Background: an optimization exercise with open tools, aiming at small area, a short achievable clock period and few clock cycles. Do not read the settings as production practice.
In this exercise RTL edits were held to simulation tests only and were not proved equivalent to the original.

`flow/config.mk`:
```
export PLATFORM = sky130hd
export DESIGN_NAME = geofence
export DESIGN_NICKNAME = geofence
export VERILOG_FILES = /design/flow/design.v
export SDC_FILE = /design/flow/constraint.sdc
export NUM_CORES = 4
export LEC_CHECK = 0
export CAP_MARGIN = 20
export CORE_MARGIN = 2
export CORE_UTILIZATION = 40
export CTS_BUF_LIST = sky130_fd_sc_hd__clkbuf_4 sky130_fd_sc_hd__clkbuf_8
export CTS_CLUSTER_DIAMETER = 60
export CTS_CLUSTER_SIZE = 20
export PLACE_DENSITY = 0.6
export SETUP_SLACK_MARGIN = 5
export SLEW_MARGIN = 20
```
`flow/constraint.sdc`:
```
create_clock -name core_clock -period 12.0 [get_ports {clk}]
set_input_delay 2.4000 -clock core_clock [delete_from_list [all_inputs] [get_ports {clk}]]
set_output_delay 2.4000 -clock core_clock [all_outputs]
set_load 0.01 [all_outputs]
```
`flow/design.v`:
```
module geofence(clk, reset, X, Y, valid, is_inside);
input clk;
input reset;
input [9:0] X;
input [9:0] Y;
output reg valid;
output reg is_inside;
reg [4:0] t;
reg [9:0] px, py;            
reg [19:0] buf0, buf1, buf2;   
reg sx, sy;                  
reg [9:0] mx, my;            
reg lsx, lsy, rsx, rsy;
reg [9:0] lmx, lmy, rmx, rmy;
reg ins;
reg [3:0] hp;                
reg [3:0] qo;                
reg [12:0] hx, hy;           
reg glo, plo;
reg an_r, anz_r;             
reg s0;                      
reg s2;                      
reg tr;                      
reg cr;                      
wire [4:0] tn = t + 5'd1;
always @(posedge clk or posedge reset) begin
    if (reset) begin
        s0 <= 1'b0; s2 <= 1'b0; tr <= 1'b0; cr <= 1'b0;
    end else begin
        s0 <= !valid && (tn == 5'd2 || tn == 5'd3 || tn == 5'd5 || tn == 5'd8 || tn == 5'd11 || tn == 5'd14);
        s2 <= !valid && (tn == 5'd5 || tn == 5'd8 || tn == 5'd11 || tn == 5'd14 || tn == 5'd17);
        tr <= !valid && (tn == 5'd7 || tn == 5'd10 || tn == 5'd13 || tn == 5'd16);
        cr <= !valid && tr;
    end
end
wire [19:0] vin = (t == 5'd2 || t == 5'd8) ? buf0 : (t == 5'd3 || t == 5'd11) ? buf1 : buf2;
wire [10:0] dx = {1'b0, vin[19:10]} - {1'b0, px};
wire [10:0] dy = {1'b0, vin[9:0]} - {1'b0, py};
wire [9:0] ax = (dx[9:0] ^ {10{dx[10]}}) + {9'd0, dx[10]};
wire [9:0] ay = (dy[9:0] ^ {10{dy[10]}}) + {9'd0, dy[10]};
wire [3:0] side = {Y < py, Y > py, X < px, X > px};
wire early_out = |(hp & side);
wire [3:0] quad = {side[0] & side[3], side[1] & side[3], side[1] & side[2], side[0] & side[2]};
wire early_in = &(qo | quad);
wire zx = mx == 10'd0, zy = my == 10'd0;
wire zlx = lmx == 10'd0, zly = lmy == 10'd0;
wire zrx = rmx == 10'd0, zry = rmy == 10'd0;
wire [9:0] umx = tr ? rmx : lmx, umy = tr ? rmy : lmy;
wire [12:0] hx_d, hy_d;
wire glo_d, plo_d, c_le, c_lt;
xs1 u1(.a(umx), .b(my), .c(umy), .d(mx), .hx(hx_d), .hy(hy_d), .glo(glo_d), .plo(plo_d));
xs2 u2(.hx(hx), .hy(hy), .glo(glo), .plo(plo), .le(c_le), .lt(c_lt));
wire c_s1 = (cr ? rsx : lsx) ^ sy, c_s2 = (cr ? rsy : lsy) ^ sx;
wire c_nz = cr ? (!(zrx || zy) || !(zry || zx)) : (!(zlx || zy) || !(zly || zx));
wire cn  = (c_s1 == c_s2) ? (c_s1 ? !c_le : c_lt) : (c_s1 && c_nz);    
wire cnz = (c_s1 == c_s2) ? (c_s1 ? !c_lt : c_le) : (c_s1 || !c_nz);   
wire an  = cr ? an_r : cn;
wire anz = cr ? anz_r : cnz;
wire bn  = !cnz;             
wire bnz = !cn;
wire opp = (!zx && (sx ^ lsx)) || (!zy && (sy ^ lsy));
wire hit = (zx && zy) || (an && bnz) || (anz && bn) || (anz && !an && bnz && !bn && opp);
wire newl = an && !bnz;       
wire newr = !anz && bn;       
wire early = t == 5'd6 && (ins || early_in || early_out);
wire last = s2 && t != 5'd5 && (ins || hit || t == 5'd17);
always @(posedge clk or posedge reset) begin
    if (reset) t <= 5'd0;
    else if (valid) t <= 5'd0;
    else t <= t + 5'd1;
end
always @(posedge clk) begin
    hx <= hx_d; hy <= hy_d; glo <= glo_d; plo <= plo_d;
    an_r <= cn; anz_r <= cnz;
    if (s0) begin
        sx <= dx[10]; mx <= ax;
        sy <= dy[10]; my <= ay;
    end
end
always @(posedge clk) begin
    if (t == 5'd0) begin
        px <= X;
        py <= Y;
    end
    if (t == 5'd1 || t == 5'd4) buf0 <= {X, Y};
    if (t == 5'd2 || t == 5'd5) buf1 <= {X, Y};
    if (t == 5'd3 || t == 5'd6) buf2 <= {X, Y};
    if (t == 5'd1) begin hp <= side; qo <= quad; end
    else if (t <= 5'd5) begin hp <= hp & side; qo <= qo | quad; end
    if (t == 5'd3) begin
        lsx <= sx; lmx <= mx; lsy <= sy; lmy <= my;
        rsx <= sx; rmx <= mx; rsy <= sy; rmy <= my;
        ins <= zx && zy;
    end else if (s2) begin
        if (hit) ins <= 1'b1;
        if (newl) begin lsx <= sx; lmx <= mx; lsy <= sy; lmy <= my; end
        if (newr) begin rsx <= sx; rmx <= mx; rsy <= sy; rmy <= my; end
    end
end
always @(posedge clk or posedge reset) begin
    if (reset) begin
        valid <= 1'b0;
        is_inside <= 1'b0;
    end else begin
        valid <= !valid && (early || last);
        is_inside <= early ? (ins || early_in) : (ins || hit);
    end
end
endmodule
module xs1(input [9:0] a, input [9:0] b, input [9:0] c, input [9:0] d,
           output [12:0] hx, output [12:0] hy, output glo, output plo);
wire t1 = (a[0] & b[9]) ^ ~(c[0] & d[9]) ^ (a[1] & b[8]);
wire t2 = ((a[0] & b[9]) & ~(c[0] & d[9])) | ((a[0] & b[9]) & (a[1] & b[8])) | (~(c[0] & d[9]) & (a[1] & b[8]));
wire t3 = (a[1] & b[9]) ^ ~(c[1] & d[9]);
wire t4 = (a[1] & b[9]) & ~(c[1] & d[9]);
wire t5 = (a[0] & b[6]) ^ ~(c[0] & d[6]) ^ (a[1] & b[5]);
wire t6 = ((a[0] & b[6]) & ~(c[0] & d[6])) | ((a[0] & b[6]) & (a[1] & b[5])) | (~(c[0] & d[6]) & (a[1] & b[5]));
wire t7 = (a[0] & b[7]) ^ ~(c[0] & d[7]) ^ (a[1] & b[6]);
wire t8 = ((a[0] & b[7]) & ~(c[0] & d[7])) | ((a[0] & b[7]) & (a[1] & b[6])) | (~(c[0] & d[7]) & (a[1] & b[6]));
wire t9 = ~(c[1] & d[6]) ^ (a[2] & b[5]) ^ ~(c[2] & d[5]);
wire t10 = (~(c[1] & d[6]) & (a[2] & b[5])) | (~(c[1] & d[6]) & ~(c[2] & d[5])) | ((a[2] & b[5]) & ~(c[2] & d[5]));
wire t11 = (a[3] & b[4]) ^ ~(c[3] & d[4]);
wire t12 = (a[3] & b[4]) & ~(c[3] & d[4]);
wire t13 = (a[0] & b[8]) ^ ~(c[0] & d[8]) ^ (a[1] & b[7]);
wire t14 = ((a[0] & b[8]) & ~(c[0] & d[8])) | ((a[0] & b[8]) & (a[1] & b[7])) | (~(c[0] & d[8]) & (a[1] & b[7]));
wire t15 = ~(c[1] & d[7]) ^ (a[2] & b[6]) ^ ~(c[2] & d[6]);
wire t16 = (~(c[1] & d[7]) & (a[2] & b[6])) | (~(c[1] & d[7]) & ~(c[2] & d[6])) | ((a[2] & b[6]) & ~(c[2] & d[6]));
wire t17 = (a[3] & b[5]) ^ ~(c[3] & d[5]) ^ (a[4] & b[4]);
wire t18 = ((a[3] & b[5]) & ~(c[3] & d[5])) | ((a[3] & b[5]) & (a[4] & b[4])) | (~(c[3] & d[5]) & (a[4] & b[4]));
wire t19 = ~(c[4] & d[4]) ^ (a[5] & b[3]) ^ ~(c[5] & d[3]);
wire t20 = (~(c[4] & d[4]) & (a[5] & b[3])) | (~(c[4] & d[4]) & ~(c[5] & d[3])) | ((a[5] & b[3]) & ~(c[5] & d[3]));
wire t21 = (a[6] & b[2]) ^ ~(c[6] & d[2]);
wire t22 = (a[6] & b[2]) & ~(c[6] & d[2]);
wire t23 = ~(c[1] & d[8]) ^ (a[2] & b[7]) ^ ~(c[2] & d[7]);
wire t24 = (~(c[1] & d[8]) & (a[2] & b[7])) | (~(c[1] & d[8]) & ~(c[2] & d[7])) | ((a[2] & b[7]) & ~(c[2] & d[7]));
wire t25 = (a[3] & b[6]) ^ ~(c[3] & d[6]) ^ (a[4] & b[5]);
wire t26 = ((a[3] & b[6]) & ~(c[3] & d[6])) | ((a[3] & b[6]) & (a[4] & b[5])) | (~(c[3] & d[6]) & (a[4] & b[5]));
wire t27 = ~(c[4] & d[5]) ^ (a[5] & b[4]) ^ ~(c[5] & d[4]);
wire t28 = (~(c[4] & d[5]) & (a[5] & b[4])) | (~(c[4] & d[5]) & ~(c[5] & d[4])) | ((a[5] & b[4]) & ~(c[5] & d[4]));
wire t29 = (a[6] & b[3]) ^ ~(c[6] & d[3]) ^ (a[7] & b[2]);
wire t30 = ((a[6] & b[3]) & ~(c[6] & d[3])) | ((a[6] & b[3]) & (a[7] & b[2])) | (~(c[6] & d[3]) & (a[7] & b[2]));
wire t31 = ~(c[7] & d[2]) ^ (a[8] & b[1]) ^ ~(c[8] & d[1]);
wire t32 = (~(c[7] & d[2]) & (a[8] & b[1])) | (~(c[7] & d[2]) & ~(c[8] & d[1])) | ((a[8] & b[1]) & ~(c[8] & d[1]));
wire t33 = (a[9] & b[0]) ^ ~(c[9] & d[0]);
wire t34 = (a[9] & b[0]) & ~(c[9] & d[0]);
wire t35 = (a[2] & b[8]) ^ ~(c[2] & d[8]) ^ (a[3] & b[7]);
wire t36 = ((a[2] & b[8]) & ~(c[2] & d[8])) | ((a[2] & b[8]) & (a[3] & b[7])) | (~(c[2] & d[8]) & (a[3] & b[7]));
wire t37 = ~(c[3] & d[7]) ^ (a[4] & b[6]) ^ ~(c[4] & d[6]);
wire t38 = (~(c[3] & d[7]) & (a[4] & b[6])) | (~(c[3] & d[7]) & ~(c[4] & d[6])) | ((a[4] & b[6]) & ~(c[4] & d[6]));
wire t39 = (a[5] & b[5]) ^ ~(c[5] & d[5]) ^ (a[6] & b[4]);
wire t40 = ((a[5] & b[5]) & ~(c[5] & d[5])) | ((a[5] & b[5]) & (a[6] & b[4])) | (~(c[5] & d[5]) & (a[6] & b[4]));
wire t41 = ~(c[6] & d[4]) ^ (a[7] & b[3]) ^ ~(c[7] & d[3]);
wire t42 = (~(c[6] & d[4]) & (a[7] & b[3])) | (~(c[6] & d[4]) & ~(c[7] & d[3])) | ((a[7] & b[3]) & ~(c[7] & d[3]));
wire t43 = (a[8] & b[2]) ^ ~(c[8] & d[2]) ^ (a[9] & b[1]);
wire t44 = ((a[8] & b[2]) & ~(c[8] & d[2])) | ((a[8] & b[2]) & (a[9] & b[1])) | (~(c[8] & d[2]) & (a[9] & b[1]));
wire t45 = ~(c[9] & d[1]) ^ 1'b1 ^ t2;
wire t46 = (~(c[9] & d[1]) & 1'b1) | (~(c[9] & d[1]) & t2) | (1'b1 & t2);
wire t47 = (a[2] & b[9]) ^ ~(c[2] & d[9]) ^ (a[3] & b[8]);
wire t48 = ((a[2] & b[9]) & ~(c[2] & d[9])) | ((a[2] & b[9]) & (a[3] & b[8])) | (~(c[2] & d[9]) & (a[3] & b[8]));
wire t49 = ~(c[3] & d[8]) ^ (a[4] & b[7]) ^ ~(c[4] & d[7]);
wire t50 = (~(c[3] & d[8]) & (a[4] & b[7])) | (~(c[3] & d[8]) & ~(c[4] & d[7])) | ((a[4] & b[7]) & ~(c[4] & d[7]));
wire t51 = (a[5] & b[6]) ^ ~(c[5] & d[6]) ^ (a[6] & b[5]);
wire t52 = ((a[5] & b[6]) & ~(c[5] & d[6])) | ((a[5] & b[6]) & (a[6] & b[5])) | (~(c[5] & d[6]) & (a[6] & b[5]));
wire t53 = ~(c[6] & d[5]) ^ (a[7] & b[4]) ^ ~(c[7] & d[4]);
wire t54 = (~(c[6] & d[5]) & (a[7] & b[4])) | (~(c[6] & d[5]) & ~(c[7] & d[4])) | ((a[7] & b[4]) & ~(c[7] & d[4]));
wire t55 = (a[8] & b[3]) ^ ~(c[8] & d[3]) ^ (a[9] & b[2]);
wire t56 = ((a[8] & b[3]) & ~(c[8] & d[3])) | ((a[8] & b[3]) & (a[9] & b[2])) | (~(c[8] & d[3]) & (a[9] & b[2]));
wire t57 = (a[3] & b[9]) ^ ~(c[3] & d[9]) ^ (a[4] & b[8]);
wire t58 = ((a[3] & b[9]) & ~(c[3] & d[9])) | ((a[3] & b[9]) & (a[4] & b[8])) | (~(c[3] & d[9]) & (a[4] & b[8]));
wire t59 = ~(c[4] & d[8]) ^ (a[5] & b[7]) ^ ~(c[5] & d[7]);
wire t60 = (~(c[4] & d[8]) & (a[5] & b[7])) | (~(c[4] & d[8]) & ~(c[5] & d[7])) | ((a[5] & b[7]) & ~(c[5] & d[7]));
wire t61 = (a[6] & b[6]) ^ ~(c[6] & d[6]) ^ (a[7] & b[5]);
wire t62 = ((a[6] & b[6]) & ~(c[6] & d[6])) | ((a[6] & b[6]) & (a[7] & b[5])) | (~(c[6] & d[6]) & (a[7] & b[5]));
wire t63 = (a[4] & b[9]) ^ ~(c[4] & d[9]) ^ (a[5] & b[8]);
wire t64 = ((a[4] & b[9]) & ~(c[4] & d[9])) | ((a[4] & b[9]) & (a[5] & b[8])) | (~(c[4] & d[9]) & (a[5] & b[8]));
wire t65 = (a[0] & b[4]) ^ ~(c[0] & d[4]) ^ (a[1] & b[3]);
wire t66 = ((a[0] & b[4]) & ~(c[0] & d[4])) | ((a[0] & b[4]) & (a[1] & b[3])) | (~(c[0] & d[4]) & (a[1] & b[3]));
wire t67 = (a[0] & b[5]) ^ ~(c[0] & d[5]) ^ (a[1] & b[4]);
wire t68 = ((a[0] & b[5]) & ~(c[0] & d[5])) | ((a[0] & b[5]) & (a[1] & b[4])) | (~(c[0] & d[5]) & (a[1] & b[4]));
wire t69 = ~(c[1] & d[4]) ^ (a[2] & b[3]) ^ ~(c[2] & d[3]);
wire t70 = (~(c[1] & d[4]) & (a[2] & b[3])) | (~(c[1] & d[4]) & ~(c[2] & d[3])) | ((a[2] & b[3]) & ~(c[2] & d[3]));
wire t71 = (a[3] & b[2]) ^ ~(c[3] & d[2]);
wire t72 = (a[3] & b[2]) & ~(c[3] & d[2]);
wire t73 = ~(c[1] & d[5]) ^ (a[2] & b[4]) ^ ~(c[2] & d[4]);
wire t74 = (~(c[1] & d[5]) & (a[2] & b[4])) | (~(c[1] & d[5]) & ~(c[2] & d[4])) | ((a[2] & b[4]) & ~(c[2] & d[4]));
wire t75 = (a[3] & b[3]) ^ ~(c[3] & d[3]) ^ (a[4] & b[2]);
wire t76 = ((a[3] & b[3]) & ~(c[3] & d[3])) | ((a[3] & b[3]) & (a[4] & b[2])) | (~(c[3] & d[3]) & (a[4] & b[2]));
wire t77 = ~(c[4] & d[2]) ^ (a[5] & b[1]) ^ ~(c[5] & d[1]);
wire t78 = (~(c[4] & d[2]) & (a[5] & b[1])) | (~(c[4] & d[2]) & ~(c[5] & d[1])) | ((a[5] & b[1]) & ~(c[5] & d[1]));
wire t79 = (a[6] & b[0]) ^ ~(c[6] & d[0]);
wire t80 = (a[6] & b[0]) & ~(c[6] & d[0]);
wire t81 = (a[4] & b[3]) ^ ~(c[4] & d[3]) ^ (a[5] & b[2]);
wire t82 = ((a[4] & b[3]) & ~(c[4] & d[3])) | ((a[4] & b[3]) & (a[5] & b[2])) | (~(c[4] & d[3]) & (a[5] & b[2]));
wire t83 = ~(c[5] & d[2]) ^ (a[6] & b[1]) ^ ~(c[6] & d[1]);
wire t84 = (~(c[5] & d[2]) & (a[6] & b[1])) | (~(c[5] & d[2]) & ~(c[6] & d[1])) | ((a[6] & b[1]) & ~(c[6] & d[1]));
wire t85 = (a[7] & b[0]) ^ ~(c[7] & d[0]) ^ 1'b1;
wire t86 = ((a[7] & b[0]) & ~(c[7] & d[0])) | ((a[7] & b[0]) & 1'b1) | (~(c[7] & d[0]) & 1'b1);
wire t87 = t6 ^ t7 ^ t9;
wire t88 = (t6 & t7) | (t6 & t9) | (t7 & t9);
wire t89 = (a[7] & b[1]) ^ ~(c[7] & d[1]) ^ (a[8] & b[0]);
wire t90 = ((a[7] & b[1]) & ~(c[7] & d[1])) | ((a[7] & b[1]) & (a[8] & b[0])) | (~(c[7] & d[1]) & (a[8] & b[0]));
wire t91 = ~(c[8] & d[0]) ^ 1'b1 ^ t8;
wire t92 = (~(c[8] & d[0]) & 1'b1) | (~(c[8] & d[0]) & t8) | (1'b1 & t8);
wire t93 = t10 ^ t12 ^ t13;
wire t94 = (t10 & t12) | (t10 & t13) | (t12 & t13);
wire t95 = t15 ^ t17 ^ t19;
wire t96 = (t15 & t17) | (t15 & t19) | (t17 & t19);
wire t97 = 1'b1 ^ t1 ^ t14;
wire t98 = (1'b1 & t1) | (1'b1 & t14) | (t1 & t14);
wire t99 = t16 ^ t18 ^ t20;
wire t100 = (t16 & t18) | (t16 & t20) | (t18 & t20);
wire t101 = t22 ^ t23 ^ t25;
wire t102 = (t22 & t23) | (t22 & t25) | (t23 & t25);
wire t103 = t27 ^ t29 ^ t31;
wire t104 = (t27 & t29) | (t27 & t31) | (t29 & t31);
wire t105 = t3 ^ t24 ^ t26;
wire t106 = (t3 & t24) | (t3 & t26) | (t24 & t26);
wire t107 = t28 ^ t30 ^ t32;
wire t108 = (t28 & t30) | (t28 & t32) | (t30 & t32);
wire t109 = t34 ^ t35 ^ t37;
wire t110 = (t34 & t35) | (t34 & t37) | (t35 & t37);
wire t111 = t39 ^ t41 ^ t43;
wire t112 = (t39 & t41) | (t39 & t43) | (t41 & t43);
wire t113 = ~(c[9] & d[2]) ^ t4 ^ t36;
wire t114 = (~(c[9] & d[2]) & t4) | (~(c[9] & d[2]) & t36) | (t4 & t36);
wire t115 = t38 ^ t40 ^ t42;
wire t116 = (t38 & t40) | (t38 & t42) | (t40 & t42);
wire t117 = t44 ^ t46 ^ t47;
wire t118 = (t44 & t46) | (t44 & t47) | (t46 & t47);
wire t119 = t49 ^ t51 ^ t53;
wire t120 = (t49 & t51) | (t49 & t53) | (t51 & t53);
wire t121 = ~(c[7] & d[5]) ^ (a[8] & b[4]) ^ ~(c[8] & d[4]);
wire t122 = (~(c[7] & d[5]) & (a[8] & b[4])) | (~(c[7] & d[5]) & ~(c[8] & d[4])) | ((a[8] & b[4]) & ~(c[8] & d[4]));
wire t123 = (a[9] & b[3]) ^ ~(c[9] & d[3]) ^ t48;
wire t124 = ((a[9] & b[3]) & ~(c[9] & d[3])) | ((a[9] & b[3]) & t48) | (~(c[9] & d[3]) & t48);
wire t125 = t50 ^ t52 ^ t54;
wire t126 = (t50 & t52) | (t50 & t54) | (t52 & t54);
wire t127 = t56 ^ t57 ^ t59;
wire t128 = (t56 & t57) | (t56 & t59) | (t57 & t59);
wire t129 = ~(c[5] & d[8]) ^ (a[6] & b[7]) ^ ~(c[6] & d[7]);
wire t130 = (~(c[5] & d[8]) & (a[6] & b[7])) | (~(c[5] & d[8]) & ~(c[6] & d[7])) | ((a[6] & b[7]) & ~(c[6] & d[7]));
wire t131 = (a[7] & b[6]) ^ ~(c[7] & d[6]) ^ (a[8] & b[5]);
wire t132 = ((a[7] & b[6]) & ~(c[7] & d[6])) | ((a[7] & b[6]) & (a[8] & b[5])) | (~(c[7] & d[6]) & (a[8] & b[5]));
wire t133 = ~(c[8] & d[5]) ^ (a[9] & b[4]) ^ ~(c[9] & d[4]);
wire t134 = (~(c[8] & d[5]) & (a[9] & b[4])) | (~(c[8] & d[5]) & ~(c[9] & d[4])) | ((a[9] & b[4]) & ~(c[9] & d[4]));
wire t135 = t58 ^ t60 ^ t62;
wire t136 = (t58 & t60) | (t58 & t62) | (t60 & t62);
wire t137 = (a[5] & b[9]) ^ ~(c[5] & d[9]) ^ (a[6] & b[8]);
wire t138 = ((a[5] & b[9]) & ~(c[5] & d[9])) | ((a[5] & b[9]) & (a[6] & b[8])) | (~(c[5] & d[9]) & (a[6] & b[8]));
wire t139 = ~(c[6] & d[8]) ^ (a[7] & b[7]) ^ ~(c[7] & d[7]);
wire t140 = (~(c[6] & d[8]) & (a[7] & b[7])) | (~(c[6] & d[8]) & ~(c[7] & d[7])) | ((a[7] & b[7]) & ~(c[7] & d[7]));
wire t141 = (a[8] & b[6]) ^ ~(c[8] & d[6]) ^ (a[9] & b[5]);
wire t142 = ((a[8] & b[6]) & ~(c[8] & d[6])) | ((a[8] & b[6]) & (a[9] & b[5])) | (~(c[8] & d[6]) & (a[9] & b[5]));
wire t143 = (a[6] & b[9]) ^ ~(c[6] & d[9]) ^ (a[7] & b[8]);
wire t144 = ((a[6] & b[9]) & ~(c[6] & d[9])) | ((a[6] & b[9]) & (a[7] & b[8])) | (~(c[6] & d[9]) & (a[7] & b[8]));
wire t145 = (a[0] & b[2]) ^ ~(c[0] & d[2]);
wire t146 = (a[0] & b[2]) & ~(c[0] & d[2]);
wire t147 = (a[0] & b[3]) ^ ~(c[0] & d[3]) ^ (a[1] & b[2]);
wire t148 = ((a[0] & b[3]) & ~(c[0] & d[3])) | ((a[0] & b[3]) & (a[1] & b[2])) | (~(c[0] & d[3]) & (a[1] & b[2]));
wire t149 = ~(c[1] & d[2]) ^ (a[2] & b[1]) ^ ~(c[2] & d[1]);
wire t150 = (~(c[1] & d[2]) & (a[2] & b[1])) | (~(c[1] & d[2]) & ~(c[2] & d[1])) | ((a[2] & b[1]) & ~(c[2] & d[1]));
wire t151 = ~(c[1] & d[3]) ^ (a[2] & b[2]) ^ ~(c[2] & d[2]);
wire t152 = (~(c[1] & d[3]) & (a[2] & b[2])) | (~(c[1] & d[3]) & ~(c[2] & d[2])) | ((a[2] & b[2]) & ~(c[2] & d[2]));
wire t153 = (a[3] & b[1]) ^ ~(c[3] & d[1]) ^ (a[4] & b[0]);
wire t154 = ((a[3] & b[1]) & ~(c[3] & d[1])) | ((a[3] & b[1]) & (a[4] & b[0])) | (~(c[3] & d[1]) & (a[4] & b[0]));
wire t155 = ~(c[4] & d[0]) ^ 1'b1;
wire t156 = ~(c[4] & d[0]) & 1'b1;
wire t157 = (a[4] & b[1]) ^ ~(c[4] & d[1]) ^ (a[5] & b[0]);
wire t158 = ((a[4] & b[1]) & ~(c[4] & d[1])) | ((a[4] & b[1]) & (a[5] & b[0])) | (~(c[4] & d[1]) & (a[5] & b[0]));
wire t159 = ~(c[5] & d[0]) ^ 1'b1 ^ t66;
wire t160 = (~(c[5] & d[0]) & 1'b1) | (~(c[5] & d[0]) & t66) | (1'b1 & t66);
wire t161 = t67 ^ t69 ^ t71;
wire t162 = (t67 & t69) | (t67 & t71) | (t69 & t71);
wire t163 = 1'b1 ^ t5 ^ t68;
wire t164 = (1'b1 & t5) | (1'b1 & t68) | (t5 & t68);
wire t165 = t70 ^ t72 ^ t73;
wire t166 = (t70 & t72) | (t70 & t73) | (t72 & t73);
wire t167 = t75 ^ t77 ^ t79;
wire t168 = (t75 & t77) | (t75 & t79) | (t77 & t79);
wire t169 = t11 ^ t74 ^ t76;
wire t170 = (t11 & t74) | (t11 & t76) | (t74 & t76);
wire t171 = t78 ^ t80 ^ t81;
wire t172 = (t78 & t80) | (t78 & t81) | (t80 & t81);
wire t173 = t83 ^ t85 ^ t87;
wire t174 = (t83 & t85) | (t83 & t87) | (t85 & t87);
wire t175 = t21 ^ t82 ^ t84;
wire t176 = (t21 & t82) | (t21 & t84) | (t82 & t84);
wire t177 = t86 ^ t88 ^ t89;
wire t178 = (t86 & t88) | (t86 & t89) | (t88 & t89);
wire t179 = t91 ^ t93 ^ t95;
wire t180 = (t91 & t93) | (t91 & t95) | (t93 & t95);
wire t181 = t33 ^ t90 ^ t92;
wire t182 = (t33 & t90) | (t33 & t92) | (t90 & t92);
wire t183 = t94 ^ t96 ^ t97;
wire t184 = (t94 & t96) | (t94 & t97) | (t96 & t97);
wire t185 = t99 ^ t101 ^ t103;
wire t186 = (t99 & t101) | (t99 & t103) | (t101 & t103);
wire t187 = t45 ^ t98 ^ t100;
wire t188 = (t45 & t98) | (t45 & t100) | (t98 & t100);
wire t189 = t102 ^ t104 ^ t105;
wire t190 = (t102 & t104) | (t102 & t105) | (t104 & t105);
wire t191 = t107 ^ t109 ^ t111;
wire t192 = (t107 & t109) | (t107 & t111) | (t109 & t111);
wire t193 = t55 ^ t106 ^ t108;
wire t194 = (t55 & t106) | (t55 & t108) | (t106 & t108);
wire t195 = t110 ^ t112 ^ t113;
wire t196 = (t110 & t112) | (t110 & t113) | (t112 & t113);
wire t197 = t115 ^ t117 ^ t119;
wire t198 = (t115 & t117) | (t115 & t119) | (t117 & t119);
wire t199 = t61 ^ t114 ^ t116;
wire t200 = (t61 & t114) | (t61 & t116) | (t114 & t116);
wire t201 = t118 ^ t120 ^ t121;
wire t202 = (t118 & t120) | (t118 & t121) | (t120 & t121);
wire t203 = t123 ^ t125 ^ t127;
wire t204 = (t123 & t125) | (t123 & t127) | (t125 & t127);
wire t205 = t63 ^ t122 ^ t124;
wire t206 = (t63 & t122) | (t63 & t124) | (t122 & t124);
wire t207 = t126 ^ t128 ^ t129;
wire t208 = (t126 & t128) | (t126 & t129) | (t128 & t129);
wire t209 = t131 ^ t133 ^ t135;
wire t210 = (t131 & t133) | (t131 & t135) | (t133 & t135);
wire t211 = ~(c[9] & d[5]) ^ t64 ^ t130;
wire t212 = (~(c[9] & d[5]) & t64) | (~(c[9] & d[5]) & t130) | (t64 & t130);
wire t213 = t132 ^ t134 ^ t136;
wire t214 = (t132 & t134) | (t132 & t136) | (t134 & t136);
wire t215 = t137 ^ t139 ^ t141;
wire t216 = (t137 & t139) | (t137 & t141) | (t139 & t141);
wire t217 = ~(c[7] & d[8]) ^ (a[8] & b[7]) ^ ~(c[8] & d[7]);
wire t218 = (~(c[7] & d[8]) & (a[8] & b[7])) | (~(c[7] & d[8]) & ~(c[8] & d[7])) | ((a[8] & b[7]) & ~(c[8] & d[7]));
wire t219 = (a[9] & b[6]) ^ ~(c[9] & d[6]) ^ t138;
wire t220 = ((a[9] & b[6]) & ~(c[9] & d[6])) | ((a[9] & b[6]) & t138) | (~(c[9] & d[6]) & t138);
wire t221 = t140 ^ t142 ^ t143;
wire t222 = (t140 & t142) | (t140 & t143) | (t142 & t143);
wire t223 = (a[7] & b[9]) ^ ~(c[7] & d[9]) ^ (a[8] & b[8]);
wire t224 = ((a[7] & b[9]) & ~(c[7] & d[9])) | ((a[7] & b[9]) & (a[8] & b[8])) | (~(c[7] & d[9]) & (a[8] & b[8]));
wire t225 = ~(c[8] & d[8]) ^ (a[9] & b[7]) ^ ~(c[9] & d[7]);
wire t226 = (~(c[8] & d[8]) & (a[9] & b[7])) | (~(c[8] & d[8]) & ~(c[9] & d[7])) | ((a[9] & b[7]) & ~(c[9] & d[7]));
wire t227 = (a[0] & b[1]) ^ ~(c[0] & d[1]);
wire t228 = (a[0] & b[1]) & ~(c[0] & d[1]);
wire t229 = (a[1] & b[1]) ^ ~(c[1] & d[1]) ^ (a[2] & b[0]);
wire t230 = ((a[1] & b[1]) & ~(c[1] & d[1])) | ((a[1] & b[1]) & (a[2] & b[0])) | (~(c[1] & d[1]) & (a[2] & b[0]));
wire t231 = ~(c[2] & d[0]) ^ 1'b1;
wire t232 = ~(c[2] & d[0]) & 1'b1;
wire t233 = (a[3] & b[0]) ^ ~(c[3] & d[0]) ^ 1'b1;
wire t234 = ((a[3] & b[0]) & ~(c[3] & d[0])) | ((a[3] & b[0]) & 1'b1) | (~(c[3] & d[0]) & 1'b1);
wire t235 = t146 ^ t147 ^ t149;
wire t236 = (t146 & t147) | (t146 & t149) | (t147 & t149);
wire t237 = t65 ^ t148 ^ t150;
wire t238 = (t65 & t148) | (t65 & t150) | (t148 & t150);
wire t239 = t151 ^ t153 ^ t155;
wire t240 = (t151 & t153) | (t151 & t155) | (t153 & t155);
wire t241 = t152 ^ t154 ^ t156;
wire t242 = (t152 & t154) | (t152 & t156) | (t154 & t156);
wire t243 = t157 ^ t159 ^ t161;
wire t244 = (t157 & t159) | (t157 & t161) | (t159 & t161);
wire t245 = t158 ^ t160 ^ t162;
wire t246 = (t158 & t160) | (t158 & t162) | (t160 & t162);
wire t247 = t163 ^ t165 ^ t167;
wire t248 = (t163 & t165) | (t163 & t167) | (t165 & t167);
wire t249 = t164 ^ t166 ^ t168;
wire t250 = (t164 & t166) | (t164 & t168) | (t166 & t168);
wire t251 = t169 ^ t171 ^ t173;
wire t252 = (t169 & t171) | (t169 & t173) | (t171 & t173);
wire t253 = t170 ^ t172 ^ t174;
wire t254 = (t170 & t172) | (t170 & t174) | (t172 & t174);
wire t255 = t175 ^ t177 ^ t179;
wire t256 = (t175 & t177) | (t175 & t179) | (t177 & t179);
wire t257 = t176 ^ t178 ^ t180;
wire t258 = (t176 & t178) | (t176 & t180) | (t178 & t180);
wire t259 = t181 ^ t183 ^ t185;
wire t260 = (t181 & t183) | (t181 & t185) | (t183 & t185);
wire t261 = t182 ^ t184 ^ t186;
wire t262 = (t182 & t184) | (t182 & t186) | (t184 & t186);
wire t263 = t187 ^ t189 ^ t191;
wire t264 = (t187 & t189) | (t187 & t191) | (t189 & t191);
wire t265 = t188 ^ t190 ^ t192;
wire t266 = (t188 & t190) | (t188 & t192) | (t190 & t192);
wire t267 = t193 ^ t195 ^ t197;
wire t268 = (t193 & t195) | (t193 & t197) | (t195 & t197);
wire t269 = t194 ^ t196 ^ t198;
wire t270 = (t194 & t196) | (t194 & t198) | (t196 & t198);
wire t271 = t199 ^ t201 ^ t203;
wire t272 = (t199 & t201) | (t199 & t203) | (t201 & t203);
wire t273 = t200 ^ t202 ^ t204;
wire t274 = (t200 & t202) | (t200 & t204) | (t202 & t204);
wire t275 = t205 ^ t207 ^ t209;
wire t276 = (t205 & t207) | (t205 & t209) | (t207 & t209);
wire t277 = t206 ^ t208 ^ t210;
wire t278 = (t206 & t208) | (t206 & t210) | (t208 & t210);
wire t279 = t211 ^ t213 ^ t215;
wire t280 = (t211 & t213) | (t211 & t215) | (t213 & t215);
wire t281 = t212 ^ t214 ^ t216;
wire t282 = (t212 & t214) | (t212 & t216) | (t214 & t216);
wire t283 = t217 ^ t219 ^ t221;
wire t284 = (t217 & t219) | (t217 & t221) | (t219 & t221);
wire t285 = t144 ^ t218 ^ t220;
wire t286 = (t144 & t218) | (t144 & t220) | (t218 & t220);
wire t287 = t222 ^ t223 ^ t225;
wire t288 = (t222 & t223) | (t222 & t225) | (t223 & t225);
wire t289 = (a[8] & b[9]) ^ ~(c[8] & d[9]) ^ (a[9] & b[8]);
wire t290 = ((a[8] & b[9]) & ~(c[8] & d[9])) | ((a[8] & b[9]) & (a[9] & b[8])) | (~(c[8] & d[9]) & (a[9] & b[8]));
wire t291 = ~(c[9] & d[8]) ^ t224 ^ t226;
wire t292 = (~(c[9] & d[8]) & t224) | (~(c[9] & d[8]) & t226) | (t224 & t226);
wire t293 = (a[1] & b[0]) ^ ~(c[1] & d[0]);
wire t294 = (a[1] & b[0]) & ~(c[1] & d[0]);
wire t295 = t145 ^ t228 ^ t229;
wire t296 = (t145 & t228) | (t145 & t229) | (t228 & t229);
wire t297 = t230 ^ t232 ^ t233;
wire t298 = (t230 & t232) | (t230 & t233) | (t232 & t233);
wire t299 = t234 ^ t236 ^ t237;
wire t300 = (t234 & t236) | (t234 & t237) | (t236 & t237);
wire t301 = t238 ^ t240 ^ t241;
wire t302 = (t238 & t240) | (t238 & t241) | (t240 & t241);
wire t303 = t242 ^ t244 ^ t245;
wire t304 = (t242 & t244) | (t242 & t245) | (t244 & t245);
wire t305 = t246 ^ t248 ^ t249;
wire t306 = (t246 & t248) | (t246 & t249) | (t248 & t249);
wire t307 = t250 ^ t252 ^ t253;
wire t308 = (t250 & t252) | (t250 & t253) | (t252 & t253);
wire t309 = t254 ^ t256 ^ t257;
wire t310 = (t254 & t256) | (t254 & t257) | (t256 & t257);
wire t311 = t258 ^ t260 ^ t261;
wire t312 = (t258 & t260) | (t258 & t261) | (t260 & t261);
wire t313 = t262 ^ t264 ^ t265;
wire t314 = (t262 & t264) | (t262 & t265) | (t264 & t265);
wire t315 = t266 ^ t268 ^ t269;
wire t316 = (t266 & t268) | (t266 & t269) | (t268 & t269);
wire t317 = t270 ^ t272 ^ t273;
wire t318 = (t270 & t272) | (t270 & t273) | (t272 & t273);
wire t319 = t274 ^ t276 ^ t277;
wire t320 = (t274 & t276) | (t274 & t277) | (t276 & t277);
wire t321 = t278 ^ t280 ^ t281;
wire t322 = (t278 & t280) | (t278 & t281) | (t280 & t281);
wire t323 = t282 ^ t284 ^ t285;
wire t324 = (t282 & t284) | (t282 & t285) | (t284 & t285);
wire t325 = t286 ^ t288 ^ t289;
wire t326 = (t286 & t288) | (t286 & t289) | (t288 & t289);
wire t327 = (a[9] & b[9]) ^ ~(c[9] & d[9]) ^ t290;
wire t328 = ((a[9] & b[9]) & ~(c[9] & d[9])) | ((a[9] & b[9]) & t290) | (~(c[9] & d[9]) & t290);
wire t329 = 1'b1 ^ t227;
wire t330 = 1'b1 & t227;
wire t331 = t231 ^ t294 ^ t295;
wire t332 = (t231 & t294) | (t231 & t295) | (t294 & t295);
wire t333 = t235 ^ t296 ^ t297;
wire t334 = (t235 & t296) | (t235 & t297) | (t296 & t297);
wire t335 = t239 ^ t298 ^ t299;
wire t336 = (t239 & t298) | (t239 & t299) | (t298 & t299);
wire t337 = t243 ^ t300 ^ t301;
wire t338 = (t243 & t300) | (t243 & t301) | (t300 & t301);
wire t339 = t247 ^ t302 ^ t303;
wire t340 = (t247 & t302) | (t247 & t303) | (t302 & t303);
wire t341 = t251 ^ t304 ^ t305;
wire t342 = (t251 & t304) | (t251 & t305) | (t304 & t305);
wire t343 = t255 ^ t306 ^ t307;
wire t344 = (t255 & t306) | (t255 & t307) | (t306 & t307);
wire t345 = t259 ^ t308 ^ t309;
wire t346 = (t259 & t308) | (t259 & t309) | (t308 & t309);
wire t347 = t263 ^ t310 ^ t311;
wire t348 = (t263 & t310) | (t263 & t311) | (t310 & t311);
wire t349 = t267 ^ t312 ^ t313;
wire t350 = (t267 & t312) | (t267 & t313) | (t312 & t313);
wire t351 = t271 ^ t314 ^ t315;
wire t352 = (t271 & t314) | (t271 & t315) | (t314 & t315);
wire t353 = t275 ^ t316 ^ t317;
wire t354 = (t275 & t316) | (t275 & t317) | (t316 & t317);
wire t355 = t279 ^ t318 ^ t319;
wire t356 = (t279 & t318) | (t279 & t319) | (t318 & t319);
wire t357 = t283 ^ t320 ^ t321;
wire t358 = (t283 & t320) | (t283 & t321) | (t320 & t321);
wire t359 = t287 ^ t322 ^ t323;
wire t360 = (t287 & t322) | (t287 & t323) | (t322 & t323);
wire t361 = t291 ^ t324 ^ t325;
wire t362 = (t291 & t324) | (t291 & t325) | (t324 & t325);
wire t363 = t292 ^ t326 ^ t327;
wire t364 = (t292 & t326) | (t292 & t327) | (t326 & t327);
wire [20:0] x = {1'b1, t328, t362, t360, t358, t356, t354, t352, t350, t348, t346, t344, t342, t340, t338, t336, t334, t332, t330, t293, (a[0] & b[0])};
wire [20:0] y = {1'b0, t364, t363, t361, t359, t357, t355, t353, t351, t349, t347, t345, t343, t341, t339, t337, t335, t333, t331, t329, ~(c[0] & d[0])};
assign hx = x[20:8];
assign hy = y[20:8];
wire [7:0] g = x[7:0] & y[7:0];
wire [7:0] p = x[7:0] | y[7:0];
wire lG1 = g[1] | (p[1] & g[0]);
wire lP1 = p[1] & p[0];
wire lG2 = g[3] | (p[3] & g[2]);
wire lP2 = p[3] & p[2];
wire lG3 = lG2 | (lP2 & lG1);
wire lP3 = lP2 & lP1;
wire lG4 = g[5] | (p[5] & g[4]);
wire lP4 = p[5] & p[4];
wire lG5 = g[7] | (p[7] & g[6]);
wire lP5 = p[7] & p[6];
wire lG6 = lG5 | (lP5 & lG4);
wire lP6 = lP5 & lP4;
wire lG7 = lG6 | (lP6 & lG3);
wire lP7 = lP6 & lP3;
assign glo = lG7;
assign plo = lP7;
endmodule
module xs2(input [12:0] hx, input [12:0] hy, input glo, input plo, output le, output lt);
wire [11:0] g = hx[11:0] & hy[11:0];
wire [11:0] p = hx[11:0] | hy[11:0];
wire hG1 = g[2] | (p[2] & g[1]);
wire hP1 = p[2] & p[1];
wire hG2 = hG1 | (hP1 & g[0]);
wire hP2 = hP1 & p[0];
wire hG3 = g[5] | (p[5] & g[4]);
wire hP3 = p[5] & p[4];
wire hG4 = hG3 | (hP3 & g[3]);
wire hP4 = hP3 & p[3];
wire hG5 = hG4 | (hP4 & hG2);
wire hP5 = hP4 & hP2;
wire hG6 = g[8] | (p[8] & g[7]);
wire hP6 = p[8] & p[7];
wire hG7 = hG6 | (hP6 & g[6]);
wire hP7 = hP6 & p[6];
wire hG8 = g[11] | (p[11] & g[10]);
wire hP8 = p[11] & p[10];
wire hG9 = hG8 | (hP8 & g[9]);
wire hP9 = hP8 & p[9];
wire hG10 = hG9 | (hP9 & hG7);
wire hP10 = hP9 & hP7;
wire hG11 = hG10 | (hP10 & hG5);
wire hP11 = hP10 & hP5;
wire top = hx[12] ^ hy[12];
wire gall = hG11 | (hP11 & glo);
wire pall = hP11 & plo;
assign le = top ^ gall;
assign lt = top ^ (gall | pall);
endmodule
```
`flow/flow/run.sh`:
```
#!/bin/bash
# The standard layout, with one extra step between synthesis and floorplan:
# invopt.py removes the inverters that Yosys's full-adder extraction leaves between
# adders (see invopt.py). Each tool's output goes to a log of its own.
set -euo pipefail
R=orfs/results/$FLOW_PLATFORM/geofence/base
LIB=$FLOW_HOME/platforms/$FLOW_PLATFORM/lib/sky130_fd_sc_hd__tt_025C_1v80.lib
bash standard.sh synth > synth.log 2>&1
cp $R/1_2_yosys.v 1_2_yosys.synth.v
python3 flow/invopt.py $LIB 1_2_yosys.synth.v 1_2_yosys.invopt.v > invopt.log 2>&1
cp 1_2_yosys.invopt.v $R/1_2_yosys.v
bash standard.sh SETUP_SLACK_MARGIN=7 "CTS_ARGS=-sink_clustering_enable -repair_clock_nets -buf_list {sky130_fd_sc_hd__clkbuf_4 sky130_fd_sc_hd__clkbuf_8} -sink_clustering_size 20 -sink_clustering_max_diameter 60 -dont_use_dummy_load" finish > layout.log 2>&1
```
`flow/flow/invopt.py`:
```
#!/usr/bin/env python3
"""Polarity clean-up of a mapped sky130hd netlist (Yosys write_verilog output).

Yosys's extract_fa maps many full adders in inverted form (inverted inputs and outputs),
which leaves inverters between adders. A full adder is self-dual: FA(~a,~b,~c) gives
(~sum, ~cout). This script removes every inverter, then picks for each full adder whether
to use it inverted, and for some single-output gates whether to swap them for their
complement (and2 <-> nand2, ...), so that as few inverters as possible are needed; it
then adds one inverter per signal whose complement is still needed. The function of the
netlist and its registers are unchanged.

usage: invopt.py lib in.v out.v"""
import re, sys, random

lib_path, src, dst = sys.argv[1:4]
P = "sky130_fd_sc_hd__"

# cell areas and pin directions from the liberty file
areas, pins, cur, curpin = {}, {}, None, None
for line in open(lib_path):
    m = re.match(r'\s*cell \("(\w+)"\)', line)
    if m:
        cur = m.group(1); pins[cur] = {}; continue
    m = re.match(r'\s*area\s*:\s*([0-9.]+)', line)
    if m and cur and cur not in areas:
        areas[cur] = float(m.group(1))
    m = re.match(r'\s*pin \("(\w+)"\)', line)
    if m and cur:
        curpin = m.group(1); continue
    m = re.match(r'\s*direction\s*:\s*"?(\w+)"?', line)
    if m and cur and curpin:
        pins[cur][curpin] = m.group(1); curpin = None

PAIRS = [("and2", "nand2"), ("or2", "nor2"), ("xor2", "xnor2"), ("and3", "nand3"),
         ("or3", "nor3"), ("and4", "nand4"), ("or4", "nor4"), ("a21o", "a21oi"),
         ("o21a", "o21ai"), ("a22o", "a22oi"), ("o22a", "o22ai"), ("a211o", "a211oi"),
         ("o211a", "o211ai"), ("a31o", "a31oi"), ("o31a", "o31ai"), ("xor3", "xnor3"),
         ("buf", "inv"), ("clkbuf", "inv"), ("a221o", "a221oi"), ("o221a", "o221ai"),
         ("a41o", "a41oi"), ("o41a", "o41ai"), ("a32o", "a32oi"), ("o32a", "o32ai"),
         ("mux2", "mux2i")]
COMP = {}
for a, b, d in [(a, b, d) for a, b in PAIRS for d in ("_4", "_2", "_1")] + \
        [(b, a, d) for a, b in PAIRS for d in ("_4", "_2", "_1")]:
    x, y = P + a + d, P + b + "_1"
    if a == "inv":
        continue
    if x in pins and y in pins:
        ix = sorted(p for p, d in pins[x].items() if d == "input")
        iy = sorted(p for p, d in pins[y].items() if d == "input")
        ox = [p for p, d in pins[x].items() if d == "output"]
        oy = [p for p, d in pins[y].items() if d == "output"]
        if ix == iy and len(ox) == 1 and len(oy) == 1:
            COMP[x] = (y, ox[0], oy[0])
INV = re.compile(P + r"(inv|clkinv)_\d+$")
FA = P + "fa_1"
HA = P + "ha_1"

text = open(src).read()
mod = re.search(r"module\s+(\w+)\s*\((.*?)\);(.*)endmodule", text, re.S)
body = mod.group(3)
outputs = set()
for m in re.finditer(r"^\s*output\s+(\[[^\]]*\]\s*)?(\w+)\s*;", body, re.M):
    outputs.add(m.group(2))
inputs = set()
for m in re.finditer(r"^\s*input\s+(\[[^\]]*\]\s*)?(\w+)\s*;", body, re.M):
    inputs.add(m.group(2))

cell_re = re.compile(r"^\s*(" + P + r"\w+)\s+(\S+)\s*\((.*?)\);", re.M | re.S)
pin_re = re.compile(r"\.(\w+)\(\s*(.*?)\s*\)\s*(?:,|$)", re.S)
cells = []
for m in cell_re.finditer(body):
    t, name, conns = m.group(1), m.group(2), m.group(3)
    pc = [(p, n.strip()) for p, n in pin_re.findall(conns)]
    cells.append([t, name, pc])
if re.search(r"^\s*assign\s", body, re.M):
    sys.exit("netlist has assign statements")
other = cell_re.sub("", body)

def is_out(t, p):
    return pins[t].get(p) == "output"

# nets driven by inverters: net -> input net
inv_of = {}
for t, name, pc in cells:
    if INV.match(t):
        d = dict(pc); inv_of[d["Y"]] = d["A"]
def base(n):
    pol = 0
    while n in inv_of:
        n = inv_of[n]; pol ^= 1
    return n, pol

for o in outputs:
    if base(o)[1] or o in inv_of:
        sys.exit("output port driven by an inverter")

# variables: full adders (flip all pins) and complementable gates (flip the output)
var_of_cell = {}
driver_var = {}   # base net -> var index (its physical polarity)
nvar = 0
ctype = []
for i, (t, name, pc) in enumerate(cells):
    if INV.match(t):
        continue
    if t == FA or t in COMP or t == HA:
        var_of_cell[i] = nvar; ctype.append(t); nvar += 1
        if t != HA:
            for p, n in pc:
                if is_out(t, p):
                    driver_var[n] = var_of_cell[i]
val = [0] * nvar

# loads: (cell index, pin, base net, literal polarity, var of load or None)
loads = {}
for i, (t, name, pc) in enumerate(cells):
    if INV.match(t):
        continue
    for p, n in pc:
        if is_out(t, p):
            continue
        b, pol = base(n)
        v = var_of_cell[i] if t in (FA, HA) else None
        loads.setdefault(b, []).append((i, p, pol, v))
for o in outputs:
    loads.setdefault(o, []).append((None, o, 0, None))

sig_of_var = {}
for b in loads:
    if b in driver_var:
        sig_of_var.setdefault(driver_var[b], []).append(b)
for_var_loads = {}
for b, ls in loads.items():
    for (i, p, pol, v) in ls:
        if v is not None:
            for_var_loads.setdefault(v, set()).add(b)

inv_area = areas[P + "inv_1"]
def sig_cost(b):
    ph = val[driver_var[b]] if b in driver_var else 0
    need = False
    for (i, p, pol, v) in loads[b]:
        req = pol ^ (val[v] if v is not None else 0)
        if req != ph:
            need = True; break
    return inv_area if need else 0.0
def var_cost(v):
    t = ctype[v]
    if t == FA:
        return 0.0
    if t == HA:
        return (areas[P + "xor2_1"] + areas[P + "nor2_1"]) if val[v] else areas[t]
    return areas[COMP[t][0]] if val[v] else areas[t]
def touched(v):
    s = set(sig_of_var.get(v, [])) | for_var_loads.get(v, set())
    return s

total = sum(sig_cost(b) for b in loads) + sum(var_cost(v) for v in range(nvar))
start = total + inv_area * 0
orig = sum(areas[t] for t, n, pc in cells if INV.match(t) or t == FA or t in COMP)
order = list(range(nvar))
rng = random.Random(1)
def delta(v):
    ss = touched(v)
    before = sum(sig_cost(b) for b in ss) + var_cost(v)
    val[v] ^= 1
    after = sum(sig_cost(b) for b in ss) + var_cost(v)
    val[v] ^= 1
    return after - before
def descend():
    global total
    improved = True
    while improved:
        improved = False
        rng.shuffle(order)
        for v in order:
            d = delta(v)
            if d < -1e-9 or (d < 1e-9 and rng.random() < 0.3):
                val[v] ^= 1; total += d
                if d < -1e-9:
                    improved = True
descend()
best, best_val = total, list(val)
# simulated annealing over single flips, then a final descent from the best state
import math, os
steps = int(os.environ.get("SA_STEPS", "3000000"))
t0, t1 = 3.0, 0.05
for it in range(steps):
    T = t0 * (t1 / t0) ** (it / steps)
    v = rng.randrange(nvar)
    d = delta(v)
    if d < 1e-9 or rng.random() < math.exp(-d / T):
        val[v] ^= 1
        total += d
        if total < best - 1e-9:
            best, best_val = total, list(val)
val[:] = best_val
total = best
descend()
# rewrite
def W(n):
    return n + " " if n.startswith("\\") else n
new_cells = []
inv_net = {}
k = 0
for b in sorted(loads):
    ph = val[driver_var[b]] if b in driver_var else 0
    for (i, p, pol, v) in loads[b]:
        req = pol ^ (val[v] if v is not None else 0)
        if req != ph and b not in inv_net:
            k += 1
            inv_net[b] = f"invopt_{k}"
            new_cells.append(f"  {P}inv_1 invopt_c{k} (\n    .A({W(b)}),\n    .Y({inv_net[b]})\n  );")
conn = {}
for b, ls in loads.items():
    ph = val[driver_var[b]] if b in driver_var else 0
    for (i, p, pol, v) in ls:
        req = pol ^ (val[v] if v is not None else 0)
        net = b if req == ph else inv_net[b]
        if i is None:
            if net != p:
                sys.exit("output port polarity")
            continue
        conn[(i, p)] = net
conn = {k: W(n) for k, n in conn.items()}
out_cells = []
for i, (t, name, pc) in enumerate(cells):
    if INV.match(t):
        continue
    if t == HA and val[var_of_cell[i]]:
        d = dict(pc)
        a, b = conn[(i, "A")], conn[(i, "B")]
        if "SUM" in d:
            out_cells.append(f"  {P}xor2_1 {name}_s (\n    .A({a}),\n    .B({b}),\n    .X({W(d['SUM'])})\n  );")
        if "COUT" in d:
            out_cells.append(f"  {P}nor2_1 {name}_c (\n    .A({a}),\n    .B({b}),\n    .Y({W(d['COUT'])})\n  );")
        continue
    nt = t
    opin = {}
    if i in var_of_cell and t != FA and val[var_of_cell[i]]:
        nt, po, pn = COMP[t]
        opin[po] = pn
    items = []
    for p, n in pc:
        if is_out(t, p):
            items.append(f"    .{opin.get(p, p)}({W(n)})")
        else:
            items.append(f"    .{p}({conn[(i, p)]})")
    out_cells.append(f"  {nt} {name} (\n" + ",\n".join(items) + "\n  );")
decl = "\n".join(f"  wire {inv_net[b]};" for b in sorted(inv_net, key=lambda b: inv_net[b]))
newbody = other.rstrip() + "\n" + decl + "\n" + "\n".join(out_cells + new_cells) + "\n"
out = text[:mod.start(3)] + newbody + text[mod.end(3):]
open(dst, "w").write(out)
ninv0 = sum(1 for t, n, pc in cells if INV.match(t))
nflip = sum(1 for v in range(nvar) if val[v] and ctype[v] in (FA, HA))
ncomp = sum(1 for v in range(nvar) if val[v] and ctype[v] != FA)
sys.stderr.write(f"invopt: inverters {ninv0} -> {k}, adders flipped {nflip}, gates swapped {ncomp}, "
                 f"area of touched cells {orig:.1f} -> {total:.1f}\n")
```
`flow/standard.sh`:
```
#!/bin/bash
# synth_recipe.tcl (not shown) runs the flow's synth.tcl, then flattens the netlist and writes it again
# the make line also repeats each setting of config.mk as NAME=value (left out here)
make -C /OpenROAD-flow-scripts/flow DESIGN_CONFIG=/design/flow/config.mk WORK_HOME=/design/flow/orfs CLKGATE_MAP_FILE= SYNTH_SCRIPT=/design/flow/synth_recipe.tcl "${@:-finish}"
```
==> results of run 1 <==
registers in the layout, indices dropped and copies added, names as in the netlist, 4 cells and up:
name	flops
buf0	20
buf1	20
buf2	20
hp	4
hx	12
hy	12
lmx	10
lmy	10
mx	10
my	10
px	10
py	10
qo	4
rmx	10
rmy	10
t	5
placed cells by master (no fill, tap or decap), types with 4 or more instances in the layout:
master / count
sky130_fd_sc_hd__buf_4: 12
sky130_fd_sc_hd__nand2_1: 147
sky130_fd_sc_hd__o22ai_1: 6
sky130_fd_sc_hd__o21a_1: 11
sky130_fd_sc_hd__nand4_1: 5
sky130_fd_sc_hd__nor4_1: 15
sky130_fd_sc_hd__a31oi_1: 6
sky130_fd_sc_hd__a21o_1: 8
sky130_fd_sc_hd__clkdlybuf4s50_1: 23
sky130_fd_sc_hd__inv_1: 66
sky130_fd_sc_hd__clkbuf_8: 17
sky130_fd_sc_hd__a21oi_1: 40
sky130_fd_sc_hd__or2_2: 5
sky130_fd_sc_hd__a22oi_1: 4
sky130_fd_sc_hd__edfxtp_1: 155
sky130_fd_sc_hd__xor2_1: 34
sky130_fd_sc_hd__and2_1: 103
sky130_fd_sc_hd__dfxtp_1: 28
sky130_fd_sc_hd__nor2_1: 62
sky130_fd_sc_hd__fa_1: 165
sky130_fd_sc_hd__mux2i_1: 23
sky130_fd_sc_hd__ha_1: 45
sky130_fd_sc_hd__dfrtp_1: 10
sky130_fd_sc_hd__or3_1: 4
sky130_fd_sc_hd__xnor2_1: 23
sky130_fd_sc_hd__o21ai_0: 38
sky130_fd_sc_hd__mux2_2: 19
sky130_fd_sc_hd__nor3_1: 15
sky130_fd_sc_hd__nand2b_1: 8
sky130_fd_sc_hd__nand3_1: 17
sky130_fd_sc_hd__nor2b_1: 18
per-layer routing:
metal  wire length [µm]  track usage  part of all wire  vias to the layer above
li1                   -            -                 -                     4128
met4                792       0.0623             0.025                        0
met1              14400        0.252              0.45                     4427
met5                  0            0                 0                        -
met2              15100        0.301              0.48                      194
met3               1340       0.0326             0.042                       42
final cells by class:
type | count | area (µm²)
tap | 455 | 569
clock buffer | 17 | 234
sequential | 194 | 5490
inverter | 67 | 255
timing repair buffer | 35 | 320
multi-input combinational | 897 | 8060
fill | 3247 | 19400
worst max-delay path, cell delays in order:
cell,delay [ns]
sky130_fd_sc_hd__clkdlybuf4s50_1,0.47
sky130_fd_sc_hd__ha_1,0.33
sky130_fd_sc_hd__a21o_1,0.16
sky130_fd_sc_hd__a21oi_1,0.16
sky130_fd_sc_hd__nor3b_1,0.09
sky130_fd_sc_hd__nor4_1,0.68
sky130_fd_sc_hd__nand3_1,0.17
sky130_fd_sc_hd__a311oi_1,0.38
sky130_fd_sc_hd__nor3_1,0.11
sky130_fd_sc_hd__o32ai_1,0.26
worst max path at each step:
stage,from,end,slack (ns),cells past startpoint
detailed placement,X[7],valid,6.50,10
floorplan,tr,glo,7.11,14
finish,Y[3],valid,7.17,10
global placement,X[7],valid,6.55,10
CTS,X[7],valid,7.03,10
global route,t[1],my[8],7.00,19
metrics by stage:
stage                      util  setup slack [ns]  hold slack [ns]  instance area [µm²]
after floorplan               -              7.11            0.467                13900
after global placement    0.427              6.55            0.540                14700
after detailed placement  0.427              6.50            0.538                14700
after CTS                 0.433              7.03            0.542                14900
after global routing      0.434              7.00            0.560                14900
final                     0.434              7.17            0.535                14900
timing repair:
| action | CTS | global route |
|---|---|---|
| buffers inserted | 0 | 2 |
| hold endpoints to repair | 0 | 0 |
| resized for setup | 1 | 5 |
| setup endpoints to repair | 2 | 7 |
==> qor.txt, run 1 <==
R2r setup slk - 7.27 ns
Drt drc - 0
Clk Tree Root Cell - sky130_fd_sc_hd__clkbuf_8
Core outline area - 34400 µm²
Total via count in the routed design - 8791
Final critical path time including I/O delays and setup - 4.83 ns
Largest net degree at the start of global routing - 41
Die boundary height - 190 µm
Number of violations of the max-capacitance limit - 0
Data arrival time of the worst path - 5.22 ns
Detail Placement HPWL - 23.0 mm
Worst min path class - reg -> reg
Net count after synthesis - 1427
Slew at the pin with the worst max-slew slack - 0.866 ns
Final wirelength - 31.6 mm
Starting density of the core - 0.405
Global-route wire length before repair - 50.9 mm
Antenna cells - 0
Buffers added on ports - 23
Maximum fanout count along the critical path - 5
Hold worst-path end - is_inside
Setup repair after global routing missed its margin - no
Largest clock skew in the final design - 0.0530 ns
Number of nets in the layout - 1444
Mean Syn Cell Area - 11.6 µm²
DR WL/cell - 19.0 µm
Number of placed I/O pins - 24
Source-to-sink clock delay at the later pin of the worst-skew pair - 0.50 ns
Req. time, crit path - 12.39 ns
Crit Reg-Reg Endpoint - glo
Antenna violations before repair - 0
Die outline width - 190 µm
Number of endpoints failing setup at the final stage - 0
Fraction of final layout cells with drive strength greater than 1 - 0.0587
Number of warnings printed during yosys synthesis - 1
Aggregate global routing overflow - 0
Share of the clock period used by the worst path after layout - 0.403
Via count normalized by instance count - 5.28
Final Instance Count excl. Fillers - 1665
Num rows - 68
Last weighted congestion value of the routability-driven placer - 0.825
Max Transition Viols Final - 0
Area growth from synthesis to layout - 7.39%
Number of hold buffers added after cts - 0
Crit start category - input pin
Number of global-route vias before repair - 9202
Netlist Area Pre-Place - 13900 µm²
Worst slew margin relative to its limit - 0.422
Remaining number of nets flagged by the antenna check after routing - 0
Maximum clock insertion buffer count - 2
Cell count after placement - 1646
Number of buffers created by CTS - 17
Critical Setup Path Class - in -> reg
Total count of hold-check failures in the final report - 0
Clock tree from TritonCTS - done
Sinks on Clock Net - 194
Critical R2R Launch - tr
Iter 0 DRT Violations - 661
Result of the run - complete, no violations
Crit path capture type - flip-flop
Post-synthesis instance total - 1195
DIE AREA - 36300 µm²
Total Routing Usage GR - 0.185
Hold path cells - 2
Setup TNS after final layout - 0 ns
First-pass iteration count of the detailed router - 5
Timing-limited maximum frequency - 207 MHz
Worst Hold Launch - ins
Clock-pin transition on the worst setup and hold timing paths - 0.09 ns
Depth of the worst register-to-register path - 12
H-tree levels - 4
Testbench counts, summed over its fixed seeds: cycles 79,733.
==> inputs of run 2 (changes only) <==
--- a/flow/flow/run.sh
+++ b/flow/flow/run.sh
@@ -9,4 +9,4 @@
 cp $R/1_2_yosys.v 1_2_yosys.synth.v
 python3 flow/invopt.py $LIB 1_2_yosys.synth.v 1_2_yosys.invopt.v > invopt.log 2>&1
 cp 1_2_yosys.invopt.v $R/1_2_yosys.v
-bash standard.sh SETUP_SLACK_MARGIN=7 "CTS_ARGS=-sink_clustering_enable -repair_clock_nets -buf_list {sky130_fd_sc_hd__clkbuf_4 sky130_fd_sc_hd__clkbuf_8} -sink_clustering_size 20 -sink_clustering_max_diameter 60 -dont_use_dummy_load" finish > layout.log 2>&1
+bash standard.sh SETUP_SLACK_MARGIN=7.8 "CTS_ARGS=-sink_clustering_enable -repair_clock_nets -buf_list {sky130_fd_sc_hd__clkbuf_4 sky130_fd_sc_hd__clkbuf_8} -sink_clustering_size 20 -sink_clustering_max_diameter 60 -dont_use_dummy_load" finish > layout.log 2>&1
==> qor.txt, run 2 <==
Total count of hold-check failures in the final report - 0
Number of violations of the max-capacitance limit - 0
Setup slack after placement - 6.78 ns
Cell-by-cell listing of the critical path - buf_8 > mux2_4 > and2_4 > fa_1 > fa_1 > fa_1 > fa_1 > fa_1 > inv_1 > nand2_1 > o221ai_2 > or3_1 > o221ai_1
Setup TNS after final layout - 0 ns
Number of hold buffers added after cts - 0
Final wirelength - 34.5 mm
Via count normalized by instance count - 5.36
Netlist Area Pre-Place - 13900 µm²
Clk Tree Root Cell - sky130_fd_sc_hd__clkbuf_8
Net count after synthesis - 1427
Global-route wire length before repair - 54.1 mm
Number of buffers created by CTS - 17
Timing-limited maximum frequency - 228 MHz
DIE AREA - 36300 µm²
Sinks on Clock Net - 194
Fraction of final layout cells with drive strength greater than 1 - 0.225
Antenna cells - 0
Number of global-route vias before repair - 9528
Starting density of the core - 0.405
Area growth from synthesis to layout - 16.6%
DR WL/cell - 19.9 µm
Core outline area - 34400 µm²
Drt drc - 0
Clock tree from TritonCTS - done
Die outline width - 190 µm
Maximum clock insertion buffer count - 2
Largest registers ranked by flip-flop count - buf0 (20), buf1 (20), buf2 (20)
Largest stage delay on the critical path - 0.55 ns
Slowest CP cell - sky130_fd_sc_hd__dfrtp_4
Crit start category - flip-flop
Total via count in the routed design - 9297
Clock-pin transition on the worst setup and hold timing paths - 0.10 ns
Data arrival time of the worst path - 4.80 ns
Crit path capture type - flip-flop
Req. time, crit path - 12.41 ns
Mean Syn Cell Area - 11.6 µm²
Slew at the pin with the worst max-slew slack - 0.877 ns
Num rows - 68
Result of the run - complete, no violations
Largest net degree at the start of global routing - 23
H-tree levels - 4
Number of warnings printed during yosys synthesis - 1
Worst slew margin relative to its limit - 0.415
Iter 0 DRT Violations - 629
Setup repair after global routing missed its margin - yes
Worst-case setup margin in the final layout - 7.61 ns
Buffers added on ports - 23
Max Transition Viols Final - 0
Antenna violations before repair - 0
Critical Setup Path Class - reg -> reg
Detail Placement HPWL - 23.2 mm
Share of the clock period used by the worst path after layout - 0.366
Core Util, Final - 0.472
CP dominant cell by count - sky130_fd_sc_hd__fa_1
Last weighted congestion value of the routability-driven placer - 0.806
Highest-count cells in the layout ignoring fill and taps - 155 x sky130_fd_sc_hd__edfxtp_1, 147 x sky130_fd_sc_hd__nand2_1, 107 x sky130_fd_sc_hd__fa_1
Maximum fanout count along the critical path - 7
Number of placed I/O pins - 24
Worst min path class - reg -> reg
Number of endpoints failing setup at the final stage - 0
Most common library cell in the layout ignoring fill and taps - sky130_fd_sc_hd__edfxtp_1
Number of nets in the layout - 1514
Largest clock skew in the final design - 0.0429 ns
First-pass iteration count of the detailed router - 5
Final critical path time including I/O delays and setup - 4.39 ns
Post-synthesis instance total - 1195
Total Routing Usage GR - 0.198
Remaining number of nets flagged by the antenna check after routing - 0
Aggregate global routing overflow - 0
Die boundary height - 190 µm
Source-to-sink clock delay at the later pin of the worst-skew pair - 0.50 ns
## run 2: worst paths after layout
path / start / endpoint / slack, ns / cells after the start
max: tr / glo / 7.61 / 13
min: sy / lsy / 0.58 / 0
max reg2reg: tr / glo / 7.61 / 13
min reg2reg: sy / lsy / 0.58 / 0
max in group asynchronous: reset / t[2] / 9.42 / 2
min in group asynchronous: reset / t[0] / 2.23 / 2
## run 2: layer usage
metal  vias up  part of all wire  track usage
met5         -                 0            0
met4         0             0.021       0.0599
met3        47             0.042       0.0287
met2       209              0.50        0.334
met1      4768              0.44        0.265
li1       4273                 -            -
## run 2: stage by stage
stage	area [µm²]	std cells	hold slack [ns]
floorplan	14000	1195	0.467
global placement	14800	1646	0.546
detailed placement	14800	1646	0.532
CTS	15700	1699	0.579
global route	16200	1735	0.597
finish	16200	1735	0.583
## run 2: repair_timing
| action | 4_1_cts | 5_1_grt |
|---|---|---|
| pin swaps | 61 | 61 |
| gates resized for setup | 155 | 85 |
| cloned | 2 | 2 |
| hold endpoints to repair | 0 | 0 |
| buffers inserted | 34 | 34 |
| endpoints found under the setup margin | 38 | 30 |
## run 2: final cells by class
type | count | area (µm²)
inverter | 67 | 254
timing repair buffer | 105 | 956
tap | 455 | 569
sequential | 194 | 5500
fill | 3116 | 18200
clock buffer | 17 | 234
multi-input combinational | 897 | 8700
## run 2: critical path, delay by kind of cell, from the launching register on
family                   cells  cell delay, ns
adder cells (fa/ha/maj)      5            2.40
AND/OR/NAND/NOR              3            0.57
flip-flops                   1            0.55
multiplexers                 1            0.34
AO/OA/AOI/OAI                2            0.28
buffers and inverters        2            0.22

[what the ideal ports hide]
The flow's constraints put no driver on any port. The routed layouts listed below were extracted and timed again, unchanged, in two steps. Step 1 (the two cells are an assumption about what drives the block):
set clk [get_ports {clk}]
set_driving_cell -lib_cell sky130_fd_sc_hd__clkbuf_16 $clk
set_driving_cell -lib_cell sky130_fd_sc_hd__buf_2 [delete_from_list [all_inputs] $clk]
Step 2 also shifts input and output timing later by t, the mid clock arrival at the registers, as if the neighbouring blocks saw the same clock. a / b / c = no drivers / after step 1 / after step 2; a / b = the first two.
run | t, ns | setup slack, ns | latest minus earliest clock arrival (ns) | pins driven straight from the clock port
run 1 | 0.520 | 7.167 / 7.189 / 6.668 | 0.053 / 0.053 | 1
run 2 | 0.522 | 7.611 / 7.611 / 7.336 | 0.043 / 0.043 | 1
After both steps setup and hold are still met in every run listed. The setup slack of run 1, which loses most, moves by +0.022 ns with the drivers and by -0.499 ns with both steps.
